What follows belongs to an exercise in optimizing a design on an open flow for small area; a production flow would make more cautious choices. Only simulation tests tie the RTL to the original design; equivalence was not proved.

==> flow/design.v (excerpt) <==
module top (input clk, rst, enin, enout,
            input signed [9:0] datain,
            output reg signed [9:0] dataout);
reg [9:0] W [0:63];
reg [9:0] IN;           
reg       iv;           
reg       rowend;       
reg [6:0] pc;           
reg [3:0] cs;           
reg [6:0] rc;           
wire colrun = ~cs[3] & colgo;
reg colgo;
wire [79:0] ein, eout;
assign ein = colrun ? {W[56],W[48],W[40],W[32],W[24],W[16],W[8],W[0]}
                    : {IN,W[63],W[62],W[61],W[60],W[59],W[58],W[57]};
oneD_DCT eng(.x(ein), .y(eout));
wire [9:0] y0=eout[9:0], y1=eout[19:10], y2=eout[29:20], y3=eout[39:30],
           y4=eout[49:40], y5=eout[59:50], y6=eout[69:60], y7=eout[79:70];
wire rd = enout & colgo & cs[3] & ~rc[6];
wire [9:0] q;
quant qu(.x(W[56]), .idx(rc[5:0]), .q(q));
integer i;
always @(posedge clk) begin
    if (rst) begin
        iv <= 1'b0; rowend <= 1'b0; pc <= 7'd0; cs <= 4'd0; colgo <= 1'b0; rc <= 7'd0;
        dataout <= 10'd0;
    end else begin
        iv <= enin & ~pc[6];
        if (enin & ~pc[6]) begin
            IN <= datain;
            rowend <= (pc[2:0] == 3'd7);
            pc <= pc + 7'd1;
        end
        if (iv & rowend & pc[6] & ~colgo) colgo <= 1'b1;
        if (colrun) cs <= cs + 4'd1;
        if (rd) begin
            dataout <= q;
            rc <= rc + 7'd1;
        end
    end
end
wire shift = iv | colrun | rd;
always @(posedge clk) begin
    if (shift) begin
        for (i = 0; i < 63; i = i + 1) W[i] <= W[i+1];
        W[63] <= colrun ? y0 : (iv ? IN : W[0]);
        if (iv & rowend) begin
            W[56] <= y0; W[57] <= y1; W[58] <= y2; W[59] <= y3;
            W[60] <= y4; W[61] <= y5; W[62] <= y6; W[63] <= y7;
        end
        if (colrun) begin
            W[7] <= y1; W[15] <= y2; W[23] <= y3; W[31] <= y4;
            W[39] <= y5; W[47] <= y6; W[55] <= y7;
        end
    end
end
endmodule
clock: 20.0 ns
lec_check: 0
cap_margin: 20
core_margin: 2
core_utilization: 40
place_density: 0.6
slew_margin: 20
run.sh (not shown) runs the stock make flow with config.mk's settings and CLKGATE_MAP_FILE= SYNTH_SCRIPT=/design/flow/synth_recipe.tcl, a recipe that flattens the netlist after the stock synthesis.
Next try:
- CORE_UTILIZATION: 40 -> 65
- CTS_BUF_LIST: not set -> sky130_fd_sc_hd__clkbuf_2
- CTS_CLUSTER_SIZE: not set -> 20
- PLACE_DENSITY: 0.6 -> 0.75
After rerunning: The new run produced a clean layout; wire length climbs by 5.2%; critical path depth does not change; cell area came out lower by 3.3%.
Next try:
- CORE_UTILIZATION: 65 -> 40
- CTS_BUF_LIST: sky130_fd_sc_hd__clkbuf_2 -> sky130_fd_sc_hd__clkbuf_4
- CTS_CLUSTER_SIZE: 20 -> not set
- PLACE_DENSITY: 0.75 -> 0.6
=> Final area climbs by 3.3%. Area after synthesis stays the same. Non-clock buffer count drops by 3. Via count drops by 3.5%. Critical path depth does not change. Wire length drops by 3.7%. Utilization drops by 26 points. Die area climbs by 61%. First-iteration DRC count drops by 5.0%.

========
== run A ==
The RTL this note starts from:
==> flow/design.v <==
module oneD_DCT(input [79:0] x, output [79:0] y);
function [9:0] ad; input [9:0] a, b; input ci; integer i; reg c; begin
  c = ci; for (i = 0; i < 10; i = i + 1) {c, ad[i]} = a[i] + b[i] + c; end endfunction
function [17:0] ad18; input [17:0] a, b; integer i; reg c; begin
  c = 1'b0; for (i = 0; i < 18; i = i + 1) {c, ad18[i]} = a[i] + b[i] + c; end endfunction
function [17:0] sx; input [9:0] d; sx = {{8{d[9]}}, d}; endfunction
function [9:0] m138; input [9:0] d; reg [17:0] v; begin v = sx(d);             
  v = ad18(ad18(v << 7, v << 3), v << 1); m138 = v[17:8]; end endfunction
function [9:0] m181; input [9:0] d; reg [17:0] v, t; begin v = sx(d);           
  t = ad18(v, v << 2); t = ad18(t << 5, t << 2); t = ad18(t, v); m181 = t[17:8]; end endfunction
function [9:0] m334; input [9:0] d; reg [17:0] v, t; begin v = sx(d);           
  t = ad18(v, v << 2); t = ad18(t, t << 5); t = ad18(t << 1, v << 2); m334 = t[17:8]; end endfunction
function [9:0] m97; input [9:0] d; reg [17:0] v, t; begin v = sx(d);            
  t = ad18(v, v << 1); t = ad18(t << 5, v); m97 = t[17:8]; end endfunction
wire [9:0] a0=x[9:0],a1=x[19:10],a2=x[29:20],a3=x[39:30],a4=x[49:40],a5=x[59:50],a6=x[69:60],a7=x[79:70];
wire [9:0] b0 = ad(a0, a7, 1'b0),  b7 = ad(a0, ~a7, 1'b1);
wire [9:0] b1 = ad(a1, a6, 1'b0),  b3 = ad(a1, ~a6, 1'b1);
wire [9:0] b4 = ad(a2, a5, 1'b0),  b6 = ad(a2, ~a5, 1'b1);
wire [9:0] b2 = ad(a2, ~a4, 1'b1);
wire [9:0] nb5 = ad(~a3, ~a4, 1'b1);                  
wire [9:0] c0 = ad(b0, ~nb5, 1'b0), c4 = ad(b0, nb5, 1'b1);
wire [9:0] c3 = ad(b1, b4, 1'b0),   c1 = ad(b1, ~b4, 1'b1);
wire [9:0] c2 = ad(b2, b6, 1'b0);
wire [9:0] c5 = ad(b3, b7, 1'b0);
wire [9:0] c6 = ad(b3, b6, 1'b0);
wire [9:0] c7 = b7;
wire [9:0] d0 = ad(c0, c3, 1'b0),   d1 = ad(c0, ~c3, 1'b1);
wire [9:0] d3 = ad(c1, c4, 1'b0);
wire [9:0] d4 = ad(c2, ~c5, 1'b1);
wire [9:0] h2 = m138(c2), h3 = m181(c6), h4 = m334(c5), h6 = m181(d3), h7 = m97(d4);
wire k2 = c2[9] & (|c2[6:0]);
wire k3 = c6[9] & (|c6[7:0]);
wire k4 = c5[9] & (|c5[6:0]);
wire k6 = d3[9] & (|d3[7:0]);
wire k7 = d4[9] & (|d4[7:0]);
wire [9:0] f2 = ad(c4, h6, k6),  f3 = ad(c4, ~h6, ~k6);
wire [9:0] f4 = ad(c7, h3, k3),  f5 = ad(c7, ~h3, ~k3);
wire [9:0] g6 = ad(h2, h7, k2),  g7 = ad(h4, h7, k4);    
wire [9:0] s1 = ad(f4, g7, k7),  s7 = ad(f4, ~g7, ~k7);
wire [9:0] s5 = ad(f5, g6, k7),  s3 = ad(f5, ~g6, ~k7);
assign y = {s7, f3, s5, d1, s3, f2, s1, d0};
endmodule
module quant(input [9:0] x, input [5:0] idx, output [9:0] q);
reg [6:0] d;
always @* case (idx)    
    6'o00: d = 72;   6'o01: d = 92;   6'o02: d = 95;   6'o03: d = 98;   6'o04: d = 112;  6'o05: d = 100;  6'o06: d = 103;  6'o07: d = 99;
    6'o10: d = 16;   6'o11: d = 11;   6'o12: d = 10;   6'o13: d = 16;   6'o14: d = 24;   6'o15: d = 40;   6'o16: d = 51;   6'o17: d = 61;
    6'o20: d = 12;   6'o21: d = 12;   6'o22: d = 14;   6'o23: d = 19;   6'o24: d = 26;   6'o25: d = 58;   6'o26: d = 60;   6'o27: d = 55;
    6'o30: d = 14;   6'o31: d = 13;   6'o32: d = 16;   6'o33: d = 24;   6'o34: d = 40;   6'o35: d = 57;   6'o36: d = 69;   6'o37: d = 56;
    6'o40: d = 14;   6'o41: d = 17;   6'o42: d = 22;   6'o43: d = 29;   6'o44: d = 51;   6'o45: d = 87;   6'o46: d = 80;   6'o47: d = 62;
    6'o50: d = 18;   6'o51: d = 22;   6'o52: d = 37;   6'o53: d = 56;   6'o54: d = 68;   6'o55: d = 109;  6'o56: d = 103;  6'o57: d = 77;
    6'o60: d = 24;   6'o61: d = 35;   6'o62: d = 55;   6'o63: d = 64;   6'o64: d = 81;   6'o65: d = 104;  6'o66: d = 113;  6'o67: d = 92;
    6'o70: d = 49;   6'o71: d = 64;   6'o72: d = 78;   6'o73: d = 87;   6'o74: d = 103;  6'o75: d = 121;  6'o76: d = 120;  6'o77: d = 101;
endcase
function [8:0] ad8; input [7:0] a, b; input ci; integer i; reg c; begin
  c = ci; for (i = 0; i < 8; i = i + 1) {c, ad8[i]} = a[i] + b[i] + c; ad8[8] = c; end endfunction
function [9:0] inc; input [9:0] a; input ci; integer i; reg c; begin
  c = ci; for (i = 0; i < 10; i = i + 1) begin inc[i] = a[i] ^ c; c = a[i] & c; end end endfunction
wire s = x[9];
wire [9:0] ax = inc(x ^ {10{s}}, s);    
reg [12:0] r;
reg [5:0] qq;
reg [8:0] t;
integer j;
always @* begin
    r = {3'd0, ax};
    for (j = 5; j >= 0; j = j - 1) begin
        t = ad8(r[j +: 8], {1'b1, ~d}, 1'b1);    
        qq[j] = t[8];
        if (t[8]) r[j +: 8] = t[7:0];
    end
end
assign q = inc({4'd0, qq} ^ {10{s}}, s);
endmodule
module top (input clk, rst, enin, enout,
            input signed [9:0] datain,
            output reg signed [9:0] dataout);
reg [9:0] W [0:63];
reg [7:0] pc;
wire take   = enin & ~pc[6] & ~pc[7];                   
wire rowrun = pc[6] & ~pc[7];                           
wire rowend = rowrun & (pc[2:0] == 3'd0);
wire colrun = pc[7] & (pc[6:3] == 4'd0);                
wire rd     = enout & pc[7] & (pc[6:3] != 4'd0) & ~(pc[6] & (pc[5:3] == 3'b001));   
wire [79:0] ein, eout;
assign ein = rowrun ? {W[7],W[6],W[5],W[4],W[3],W[2],W[1],W[0]}
                    : {W[56],W[48],W[40],W[32],W[24],W[16],W[8],W[0]};
oneD_DCT eng(.x(ein), .y(eout));
wire [9:0] y0=eout[9:0], y1=eout[19:10], y2=eout[29:20], y3=eout[39:30],
           y4=eout[49:40], y5=eout[59:50], y6=eout[69:60], y7=eout[79:70];
wire [9:0] q;
quant qu(.x(W[56]), .idx(pc[5:0]), .q(q));
always @(posedge clk) begin
    if (rst) pc <= 8'd0;
    else if (take | rowrun | colrun | rd) pc <= pc + 8'd1;
end
always @(posedge clk) if (~rst & rd) dataout <= q;
integer i;
wire shift = take | rowrun | colrun | rd;
always @(posedge clk) begin
    if (shift) begin
        for (i = 0; i < 63; i = i + 1) W[i] <= W[i+1];
        W[63] <= (colrun | rowend) ? y0 : (take ? datain : W[0]);
        if (rowend) begin
            W[0] <= y1; W[1] <= y2; W[2] <= y3; W[3] <= y4;
            W[4] <= y5; W[5] <= y6; W[6] <= y7;
        end
        if (colrun) begin
            W[7] <= y1; W[15] <= y2; W[23] <= y3; W[31] <= y4;
            W[39] <= y5; W[47] <= y6; W[55] <= y7;
        end
    end
end
endmodule
clock: 20.0 ns
lec_check: 0
cap_margin: 0
core_margin: 2
core_utilization: 65
cts_buf_list: sky130_fd_sc_hd__clkbuf_16
cts_cluster_diameter: 80
cts_cluster_size: 30
place_density: 0.75
slew_margin: 0
standard.sh (not shown) runs the stock make flow with config.mk's settings and CLKGATE_MAP_FILE= SYNTH_SCRIPT=/design/flow/synth_recipe.tcl, a recipe that flattens the netlist after the stock synthesis.
==> flow/flow/run.sh <==
#!/bin/bash
# Standard layout, with one netlist pass between synthesis and floorplan: flow/fapol.py
# re-polarises the full adders of the synthesised netlist so that fewer inverters are needed.
# Registers and every other cell are left as synthesis made them.
set -euo pipefail
R=orfs/results/$FLOW_PLATFORM/top/base
bash standard.sh synth > standard_synth.log 2>&1
cp $R/1_2_yosys.v $R/1_2_yosys.std.v
python3 flow/fapol.py $R/1_2_yosys.std.v $R/1_2_yosys.pol.v > fapol.log 2>&1
mv $R/1_2_yosys.pol.v $R/1_2_yosys.v
rm -f $R/1_synth.odb $R/1_synth.sdc
bash standard.sh > standard_finish.log 2>&1
Other scripts of this flow, unchanged in this note and not shown: flow/flow/fapol.py
> inputs changed (run A -> run B)
Settings: SLEW_MARGIN: 0 -> 20; CAP_MARGIN: 0 -> 20.
==> flow/flow/run.sh <==
#!/bin/bash
# Standard layout, with two changes: the port buffers that placement inserts are the
# smallest buffer cell (BUFFER_PORTS_ARGS), and one netlist pass runs between synthesis and
# floorplan: flow/fapol.py re-polarises the full adders of the synthesised netlist so that
# fewer inverters are needed. Registers and every other cell are left as synthesis made them.
set -euo pipefail
R=orfs/results/$FLOW_PLATFORM/top/base
export BUFFER_PORTS_ARGS="-buffer_cell sky130_fd_sc_hd__buf_1"
bash standard.sh synth > standard_synth.log 2>&1
cp $R/1_2_yosys.v $R/1_2_yosys.std.v
python3 flow/fapol.py $R/1_2_yosys.std.v $R/1_2_yosys.pol.v > fapol.log 2>&1
mv $R/1_2_yosys.pol.v $R/1_2_yosys.v
rm -f $R/1_synth.odb $R/1_synth.sdc
bash standard.sh > standard_finish.log 2>&1
- [compare] base=run A new=run B: wire length after detailed routing now smaller, minimum clock period after layout now larger.
- Diff run A..run B | number of buffers and inverters on the critical path | unchanged
- Between run B and run A, the clock edge transition at the registers on the reported setup and hold paths does not differ in any meaningful way.
## Diff of input files: run C against run B
Settings: GPL_TIMING_DRIVEN now 0, previously not set; CORE_UTILIZATION now 75, was 65; PLACE_DENSITY now 0.85, was 0.75.
## What came out
Core util | run C vs run B | run C higher
Higher pin count of the biggest net entering global routing was reported by run B, not run C.
Run C ends up with a layout-stage area growth over the synthesis result that is 1.1 points higher than in run B.
Diff run B and run C: met2 routing resource usage after global routing lower in run B
[compare] base=run B new=run C: ratio of final minimum period to clock period picked up an extra 2.3 points, final area picked up an extra about 1%, fraction of area in registers lost 0.57 points, total wire length picked up an extra 35%, core box area lost 14%.
Uppermost metal layer occupied by signal nets = met4: run B; uppermost metal layer occupied by signal nets = met5: run C
Relative to run C, the following input files were edited for run D:
Settings: changing PLACE_DENSITY from 0.85 to 0.75; removing GPL_TIMING_DRIVEN (formerly 0); changing CORE_UTILIZATION from 75 to 65.
==> flow/flow/run.sh <==
#!/bin/bash
# Standard layout, with one netlist pass between synthesis and floorplan: flow/fapol.py
# re-polarises the full adders of the synthesised netlist so that fewer inverters are needed.
# Registers and every other cell are left as synthesis made them.
set -euo pipefail
R=orfs/results/$FLOW_PLATFORM/top/base
bash standard.sh synth > standard_synth.log 2>&1
cp $R/1_2_yosys.v $R/1_2_yosys.std.v
python3 flow/fapol.py $R/1_2_yosys.std.v $R/1_2_yosys.pol.v > fapol.log 2>&1
mv $R/1_2_yosys.pol.v $R/1_2_yosys.v
rm -f $R/1_synth.odb $R/1_synth.sdc
bash standard.sh > standard_finish.log 2>&1
==> notes.md <==
Run C | stages: all done | timing, DRC, antenna: all pass. Run D ran to completion and came out clean on the timing, design-rule and antenna checks. Number of buffers added by the clock tree synthesis step, run C and run D, higher one = run D. Against run C, count of clock-buffer cells in the layout in run D rose by a few percent. [compare] base=run C new=run D: number of non-filler instances in the completed layout went up by 13.

## afterwards: timing with drivers on the ports
How much do the figures lean on ideal ports? The routed layouts below were timed once more, with nothing changed but the port constraints. Step 1 (the two cells are an assumption about what drives the block):
set clk [get_ports {clk}]
set_driving_cell -lib_cell sky130_fd_sc_hd__clkbuf_16 $clk
set_driving_cell -lib_cell sky130_fd_sc_hd__buf_2 [delete_from_list [all_inputs] $clk]
Step 2, shift: input delay + t, output delay - t, t = (earliest + latest rising clock arrival at the registers) / 2. This alone moves slack from input paths to output paths. a / b / c = ideal ports / drivers / drivers and shift; a / b = the first two.
| run | shift t [ns] | setup slack, ns | clock arrival spread, ns | worst register clock-pin slew, ns |
|---|---|---|---|---|
| the first run of note 1 | 0.675 | 4.693 / 4.693 / 4.693 | 0.034 / 0.035 | 0.07 / 0.07 |
| the second run of note 1 | 1.395 | 4.845 / 4.845 / 4.845 | 0.099 / 0.098 | 0.12 / 0.12 |
| the third run of note 1 | 1.109 | 4.676 / 4.676 / 4.676 | 0.097 / 0.098 | 0.08 / 0.08 |
| run A | 0.664 | 1.225 / 1.225 / 1.225 | 0.038 / 0.038 | 0.12 / 0.12 |
| run B | 0.677 | 1.085 / 1.085 / 1.085 | 0.051 / 0.052 | 0.11 / 0.11 |
| run C | 0.690 | 0.621 / 0.621 / 0.621 | 0.049 / 0.050 | 0.13 / 0.13 |
| run D | 0.665 | 1.225 / 1.225 / 1.225 | 0.040 / 0.041 | 0.12 / 0.12 |
After both steps setup and hold are still met in every run listed.
